Context: an optimization exercise on an open-source flow, tuned for small area, a short achievable clock period and few clock cycles. The choices shown serve that exercise and are no tape-out recipe.
At most, simulation tests tie the RTL to the original design; equivalence was not proved.
No activity file was given, so power comes from the tool's default toggle rates.

Setup of north:
Design fewcore, start of the top module:
module fewcore (clk, reset, imem_addr, imem_rdata, dmem_addr, dmem_wdata, dmem_we, dmem_rdata);
	input clk, reset;
	output [31:0] imem_addr;
	input  [31:0] imem_rdata;
	output [31:0] dmem_addr;
	output [31:0] dmem_wdata;
	output dmem_we;
	input  [31:0] dmem_rdata;
	reg  [31:0] pcF;           
	reg         fv;            
	reg         again;         
	reg         start;         
	reg  [31:0] aX, oX;        
	reg  [31:0] zX;            
	reg         vX, jmpX, cEqX, cNeX, cLeX, cGeX;
	reg  [3:0]  ltX, eqX;       
	wire [31:0] sum;           
	wire [31:0] pcF4 = {pcF[31:2] + 30'd1, pcF[1:0]};
	wire        bLt = ltX[3] | eqX[3] & (ltX[2] | eqX[2] & (ltX[1] | eqX[1] & ltX[0]));
	wire        bEq = &eqX;
	wire        takeX = jmpX | (cEqX & bEq) | (cNeX & ~bEq) | (cLeX & (bLt | bEq)) | (cGeX & ~bLt);
	wire        redir = vX & takeX;
	wire        dHaz;
	wire        refetch = fv & dHaz & ~redir;
  ...
==> flow/config.mk <==
export PLATFORM = sky130hd
export DESIGN_NAME = fewcore
export DESIGN_NICKNAME = fewcore
export VERILOG_FILES = /design/flow/design.v
export SDC_FILE = /design/flow/constraint.sdc
export NUM_CORES = 4
export LEC_CHECK = 0
export ABC_AREA = 1
export CAP_MARGIN = 10
export CORE_MARGIN = 2
export CORE_UTILIZATION = 40
export PLACE_DENSITY = 0.6
export SLEW_MARGIN = 10
export TNS_END_PERCENT = 30
==> flow/constraint.sdc <==
create_clock -name core_clock -period 12.5 [get_ports {clk}]
set_input_delay 2.5000 -clock core_clock [delete_from_list [all_inputs] [get_ports {clk}]]
set_output_delay 2.5000 -clock core_clock [all_outputs]
set_load 0.01 [all_outputs]
standard.sh (not shown) runs the stock make flow with config.mk's settings and CLKGATE_MAP_FILE= SYNTH_SCRIPT=/design/flow/synth_recipe.tcl, a recipe that flattens the netlist after the stock synthesis.
==> flow/flow/run.sh <==
#!/bin/bash
# Own flow: the standard layout (standard.sh, unchanged synthesis) with
#  - the ports buffered by a plain buffer cell instead of the delay cell the
#    resizer picks by default,
#  - timing repair asked to leave setup margin,
#  - a clock tree of fewer, smaller buffers without dummy loads.
# make's full output goes to standard_make.log; ORFS's per-step logs stay
# under orfs/logs.
set -uo pipefail
MARGIN=7.5
CTS="-sink_clustering_enable -repair_clock_nets -dont_use_dummy_load -sink_clustering_size 20 -sink_clustering_max_diameter 130 -buf_list sky130_fd_sc_hd__clkbuf_16"
bash standard.sh "SETUP_SLACK_MARGIN=$MARGIN" \
  "BUFFER_PORTS_ARGS=-buffer_cell sky130_fd_sc_hd__buf_1" \
  "CTS_ARGS=$CTS" \
  finish > standard_make.log 2>&1
north reached the final stage; the timing, design-rule and antenna checks on its layout passed.
Testbench counts of north, summed over its fixed seeds: cycles 63,270.
[inputs] south vs north
- TNS_END_PERCENT changed from 30 to 10
Notes after the runs:
- Diff north -> south | global-route usage | decrease of 0.32 points
- Compared with north, south shows a sum of routed wire length over all layers that is 2000 um lower.
- Cell count | south below north
- Number of global-route vias before repair shrinks slightly when moving from north to south.
- south ended up with reset as its startpoint of the worst setup timing path; north ended up with oX[0].
- What south reported for number of buffers outside the clock class in the layout has to be multiplied by 1.17 to get the figure for north.
- The core of south is less densely filled than that of north.
- Delta (south minus north): routing usage on met2 fell 0.41 points; wire length on met3 climbed 470 um; biggest cell delay along the critical path grew by 0.15 ns; post-detailed-route via-to-cell ratio now sits at about the same level.

## JK
Another version of the RTL of fewcore (not shown whole).
Size: ~4500 cells after synthesis, ~690 flip-flops, about 160 I/O pins, ~37000 sq um of cells after synthesis.
==> flow/design.v (excerpt) <==
module fewcore (clk, reset, imem_addr, imem_rdata, dmem_addr, dmem_wdata, dmem_we, dmem_rdata);
	input clk, reset;
	output [31:0] imem_addr;
	input  [31:0] imem_rdata;
	output [31:0] dmem_addr;
	output [31:0] dmem_wdata;
	output dmem_we;
	input  [31:0] dmem_rdata;
	reg  [31:0] pcF;           
	reg         start;         
	wire        fv = ~start;   
	reg  [31:0] aX, oX;        
	reg  [31:0] zX;            
	reg         vX, rfX, jmpX, cEqX, cNeX, cLeX, cGeX;
	reg  [3:0]  ltX, eqX;       
	wire [31:0] sum;           
	wire [31:0] pcF4 = {pcF[31:2] + 30'd1, pcF[1:0]};
	wire        bLt = ltX[3] | eqX[3] & (ltX[2] | eqX[2] & (ltX[1] | eqX[1] & ltX[0]));
	wire        bEq = &eqX;
	wire        takeX = jmpX | (cEqX & bEq) | (cNeX & ~bEq) | (cLeX & (bLt | bEq)) | (cGeX & ~bLt);
	wire        redirS = vX & takeX;   
	wire        redir  = redirS | rfX;    
	wire        dHaz;
	assign imem_addr = redirS ? {sum[31:1], 1'b0} : rfX ? aX : start ? 32'b0 : pcF4;
	always @(posedge clk) begin
		pcF <= imem_addr;
		if (reset) start <= 1'b1;
		else       start <= 1'b0;
	end
	wire [3:0]  dRs1, dRs2, dRd;
	wire [31:0] dImm;
	wire dUses1, dUses2, dBImm, dWr, dLoad, dStore, dJal, dJalr, dSub, dCmpUns;
	wire dRSum, dRLt, dRXor, dROr, dRAnd, dRSh, dRImm, dRTgt, dRNpc, dShLeft;
  ...
clock: 12.5 ns
lec_check: 0
abc_area: 1
cap_margin: 10
core_margin: 2
core_utilization: 40
place_density: 0.6
slew_margin: 10
tns_end_percent: 10
Scripts as last shown in full above: flow/flow/run.sh
JK did not stop at any stage, and its layout met the timing, design-rule and antenna checks.
Input-level comparison between MS and JK:
Settings: TNS_END_PERCENT now 0, was 10.
==> comparison <==
MS and JK ended up with nearly the same tightest hold margin.
Delta (MS minus JK): mean post-synth cell area held; met1 routing resource usage after global routing flat.
NOTE: maximum clock frequency in MS falls short of that of JK
Against JK, MS reports a total routed wirelength that is lower.
Largest net degree at the start of global routing delta (JK -> MS): insignificant
Between MS and JK, combinational fraction of design power is lower for MS, JK comes in above that.
Final worst setup slack, MS and JK: larger value in JK
Compared with JK, worst IR drop on VDD in MS decreased slightly.
Higher total number of vias was reported by JK, not MS.
Function was not checked in any run of this note: the RTL went through the layout flow alone.

Setup of lane 1:
fewcore, a different RTL version from the one above (not shown whole).
Size: about 4,600 cells after synthesis, roughly 690 flip-flops, ~0.038 mm^2 of cells after synthesis.
export LEC_CHECK = 0
export ABC_AREA = 1
export CAP_MARGIN = 20
export CORE_MARGIN = 2
export CORE_UTILIZATION = 55
export PLACE_DENSITY = 0.7
export SLEW_MARGIN = 20
create_clock -name core_clock -period 12.5 [get_ports {clk}]
==> flow/flow/run.sh <==
#!/bin/bash
# Own flow: the standard layout (standard.sh, unchanged synthesis) with
#  - the ports buffered by a plain buffer cell instead of the delay cell the
#    resizer picks by default,
#  - timing repair asked to leave setup margin,
#  - a clock tree of fewer, smaller buffers without dummy loads.
# make's full output goes to standard_make.log; ORFS's per-step logs stay
# under orfs/logs.
set -uo pipefail
MARGIN=6.5
CTS="-sink_clustering_enable -repair_clock_nets -dont_use_dummy_load -sink_clustering_size 16 -sink_clustering_max_diameter 120 -buf_list sky130_fd_sc_hd__clkbuf_16"
bash standard.sh "SETUP_SLACK_MARGIN=$MARGIN" \
  "BUFFER_PORTS_ARGS=-buffer_cell sky130_fd_sc_hd__buf_2" \
  "CTS_ARGS=$CTS" \
  finish > standard_make.log 2>&1
Lane 1 reached the end of the flow, and the finished layout is clean on the timing, design-rule and antenna checks.
Testbench counts of lane 1, summed over its fixed seeds: cycles 63,270.
--- input diff lane 1..lane 2 ---
Settings: CORE_UTILIZATION changed from 55 to 40; TNS_END_PERCENT newly set to 0; PLACE_DENSITY changed from 0.7 to 0.6.
--- a/flow/flow/run.sh
+++ b/flow/flow/run.sh
@@ -9,4 +9,4 @@
 set -uo pipefail
-MARGIN=6.5
-CTS="-sink_clustering_enable -repair_clock_nets -dont_use_dummy_load -sink_clustering_size 16 -sink_clustering_max_diameter 120 -buf_list sky130_fd_sc_hd__clkbuf_16"
+MARGIN=7
+CTS="-sink_clustering_enable -repair_clock_nets -dont_use_dummy_load -sink_clustering_size 22 -sink_clustering_max_diameter 140 -buf_list sky130_fd_sc_hd__clkbuf_16"
 bash standard.sh "SETUP_SLACK_MARGIN=$MARGIN" \
==> run notes <==
Fmax | lane 2 vs lane 1 | lane 2 faster. Lane 2 against lane 1: ratio of cells with drive above 1 in the final layout up 6.4 points; largest fanout of any net on the critical path -15; sink count of the clock tree held steady; total half-perimeter wirelength after legalization and detailed placement increased about 4%. Compared to lane 1, lane 2 shows a wider setup margin. The run showing the greater placement-stage worst setup slack is lane 1. ~same area taken by flip-flops and latches in lane 2 and lane 1. Between lane 2 and lane 1, the smallest hold slack is lower for lane 1. Result for lane 2 and lane 1: all clean.
Inputs modified between lane 2 and lane 3:
Settings: TNS_END_PERCENT no longer set, was 0.
--- a/flow/flow/run.sh
+++ b/flow/flow/run.sh
@@ -9,3 +9,3 @@
 set -uo pipefail
-MARGIN=7
+MARGIN=6.5
 CTS="-sink_clustering_enable -repair_clock_nets -dont_use_dummy_load -sink_clustering_size 22 -sink_clustering_max_diameter 140 -buf_list sky130_fd_sc_hd__clkbuf_16"
--- outcome ---
- NOTE area of all placed cells without fillers lane 2->lane 3 decreased by a few percent
- Lane 2 ended up with more cell instances than lane 3 did.
- The lower number of filler instances in the final layout came out of lane 2.
- Lane 3 and lane 2 ended up with nearly the same total cell area at the placement stage.
- Power of lane 3 falls short of that of lane 2 slightly.
Input changes introduced in lane 4 (baseline for comparison: lane 3):
Settings: an added TNS_END_PERCENT of 0.
--- a/flow/flow/run.sh
+++ b/flow/flow/run.sh
@@ -9,3 +9,3 @@
 set -uo pipefail
-MARGIN=6.5
+MARGIN=7.5
 CTS="-sink_clustering_enable -repair_clock_nets -dont_use_dummy_load -sink_clustering_size 22 -sink_clustering_max_diameter 140 -buf_list sky130_fd_sc_hd__clkbuf_16"
[summary]
dmem_rdata[28] as the critical path launch point was reported by lane 4, and imem_rdata[15] by lane 3. Diff lane 3 -> lane 4: net switching component of the power up 2.0%; global-route wire length before repair went up by about 3%; layout buffer count excluding clock buffers saw an increase; number of optimization iterations in the first detailed-route pass higher; share of the clock period used by the worst path after layout lower. In the metrics for lane 3 and lane 4, the one carrying the lower total power is lane 3. Between lane 3 and lane 4, the relative contribution of the clock network to total power does not differ in any meaningful way.

fewcore, a different RTL version from the one above (not shown whole).
For scale: ~4,400 cells after synthesis, roughly 690 flip-flops, about 160 I/O pins, ~0.038 mm² of cells after synthesis.
export LEC_CHECK = 0
export ABC_AREA = 1
export CAP_MARGIN = 10
export CORE_MARGIN = 2
export CORE_UTILIZATION = 40
export PLACE_DENSITY = 0.6
export SLEW_MARGIN = 10
export TNS_END_PERCENT = 0
create_clock -name core_clock -period 12.5 [get_ports {clk}]
==> flow/flow/run.sh <==
#!/bin/bash
# Own flow: the standard layout (standard.sh, unchanged synthesis) with
#  - the ports buffered by a plain buffer cell instead of the delay cell the
#    resizer picks by default,
#  - timing repair asked to leave setup margin,
#  - a clock tree of fewer, smaller buffers without dummy loads.
# make's full output goes to standard_make.log; ORFS's per-step logs stay
# under orfs/logs.
set -uo pipefail
MARGIN=7.5
CTS="-sink_clustering_enable -repair_clock_nets -dont_use_dummy_load -sink_clustering_size 14 -sink_clustering_max_diameter 100 -buf_list sky130_fd_sc_hd__clkbuf_8"
bash standard.sh "SETUP_SLACK_MARGIN=$MARGIN" \
  "BUFFER_PORTS_ARGS=-buffer_cell sky130_fd_sc_hd__buf_1" \
  "CTS_ARGS=$CTS" \
  finish > standard_make.log 2>&1
Testbench counts at the start, summed over its fixed seeds: cycles 63,270.
Next try:
--- a/flow/flow/run.sh
+++ b/flow/flow/run.sh
@@ -8,6 +8,6 @@
 # under orfs/logs.
 set -uo pipefail
-MARGIN=7.5
-CTS="-sink_clustering_enable -repair_clock_nets -dont_use_dummy_load -sink_clustering_size 14 -sink_clustering_max_diameter 100 -buf_list sky130_fd_sc_hd__clkbuf_8"
+MARGIN=6.5
+CTS="-sink_clustering_enable -repair_clock_nets -dont_use_dummy_load -sink_clustering_size 20 -sink_clustering_max_diameter 130 -buf_list sky130_fd_sc_hd__clkbuf_16"
 bash standard.sh "SETUP_SLACK_MARGIN=$MARGIN" \
   "BUFFER_PORTS_ARGS=-buffer_cell sky130_fd_sc_hd__buf_1" \
=> The new run completed with no timing, DRC or antenna violations; routed wire length went down by 2.1%; clock power went up by about 10%; power went down by 0.75%; first-iteration DRC count went down by 1.5%; hold slack degrades by 0.011 ns; worst setup slack degrades by 0.23 ns.
Next try:
--- a/flow/flow/run.sh
+++ b/flow/flow/run.sh
@@ -8,5 +8,5 @@
 # under orfs/logs.
 set -uo pipefail
-MARGIN=6.5
+MARGIN=7.5
 CTS="-sink_clustering_enable -repair_clock_nets -dont_use_dummy_load -sink_clustering_size 20 -sink_clustering_max_diameter 130 -buf_list sky130_fd_sc_hd__clkbuf_16"
 bash standard.sh "SETUP_SLACK_MARGIN=$MARGIN" \
--- a/flow/config.mk
+++ b/flow/config.mk
@@ -7,8 +7,9 @@
 export LEC_CHECK = 0
 export ABC_AREA = 1
-export CAP_MARGIN = 10
+export CAP_MARGIN = 5
 export CORE_MARGIN = 2
 export CORE_UTILIZATION = 40
+export GPL_ROUTABILITY_DRIVEN = 0
 export PLACE_DENSITY = 0.6
-export SLEW_MARGIN = 10
+export SLEW_MARGIN = 5
 export TNS_END_PERCENT = 0
Result:
- The new run completed and failed the layout checks on capacitance limit, slew limit
- first-iteration DRC count increases by 10%
- routed wire length decreases by 0.52%
- via count increases by 3.8%
- total power increases by 4.4%
- global-route usage decreases by 0.95 points
- utilization increases by 2.3 points
- sequential power barely changes
- die area does not change
- setup slack gets better by 0.25 ns

what the ideal ports hide:
The flow's constraints put no driver on any port. The routed layouts listed below were extracted and timed again, unchanged, in two steps.
Step 1 assumes that a clkbuf_16 drives the clock port and a buf_2 every other input.
Step 2 moves the port delays by t, midway between the first and last clock arrival at a register: inputs arrive t later, outputs are due t later. That takes back most of the time a late clock gives input paths.
Three values: no drivers, after step 1, after step 2; two values: the first two.
| run | t, ns | setup slack, ns | worst hold slack (ns) | worst register clock-pin slew, ns |
|---|---|---|---|---|
| north | 0.687 | 6.855 / 6.783 / 6.620 | 0.324 / 0.324 / 0.324 | 0.11 / 0.11 |
| south | 0.692 | 6.817 / 6.768 / 6.436 | 0.321 / 0.321 / 0.321 | 0.11 / 0.11 |
| JK | 0.684 | 6.798 / 6.730 / 6.148 | 0.334 / 0.334 / 0.334 | 0.09 / 0.09 |
| MS | 0.688 | 6.607 / 6.554 / 5.866 | 0.334 / 0.334 / 0.334 | 0.09 / 0.09 |
| lane 1 | 0.701 | 6.524 / 6.512 / 5.863 | 0.321 / 0.321 / 0.321 | 0.09 / 0.09 |
| lane 2 | 0.681 | 6.867 / 6.792 / 6.239 | 0.327 / 0.327 / 0.327 | 0.11 / 0.11 |
| lane 3 | 0.683 | 6.466 / 6.516 / 5.833 | 0.339 / 0.339 / 0.339 | 0.11 / 0.11 |
| lane 4 | 0.675 | 6.844 / 6.799 / 6.225 | 0.336 / 0.336 / 0.336 | 0.11 / 0.11 |
| the first run of note 4 | 0.832 | 6.693 / 6.628 / 6.003 | 0.344 / 0.344 / 0.344 | 0.11 / 0.11 |
| the second run of note 4 | 0.669 | 6.465 / 6.399 / 5.896 | 0.333 / 0.333 / 0.333 | 0.10 / 0.10 |
| the third run of note 4 | 0.686 | 6.718 / 6.650 / 6.259 | 0.338 / 0.338 / 0.338 | 0.10 / 0.10 |
For MS, which loses most, drivers alone change the setup slack by -0.053 ns; drivers and shift together by -0.741 ns.
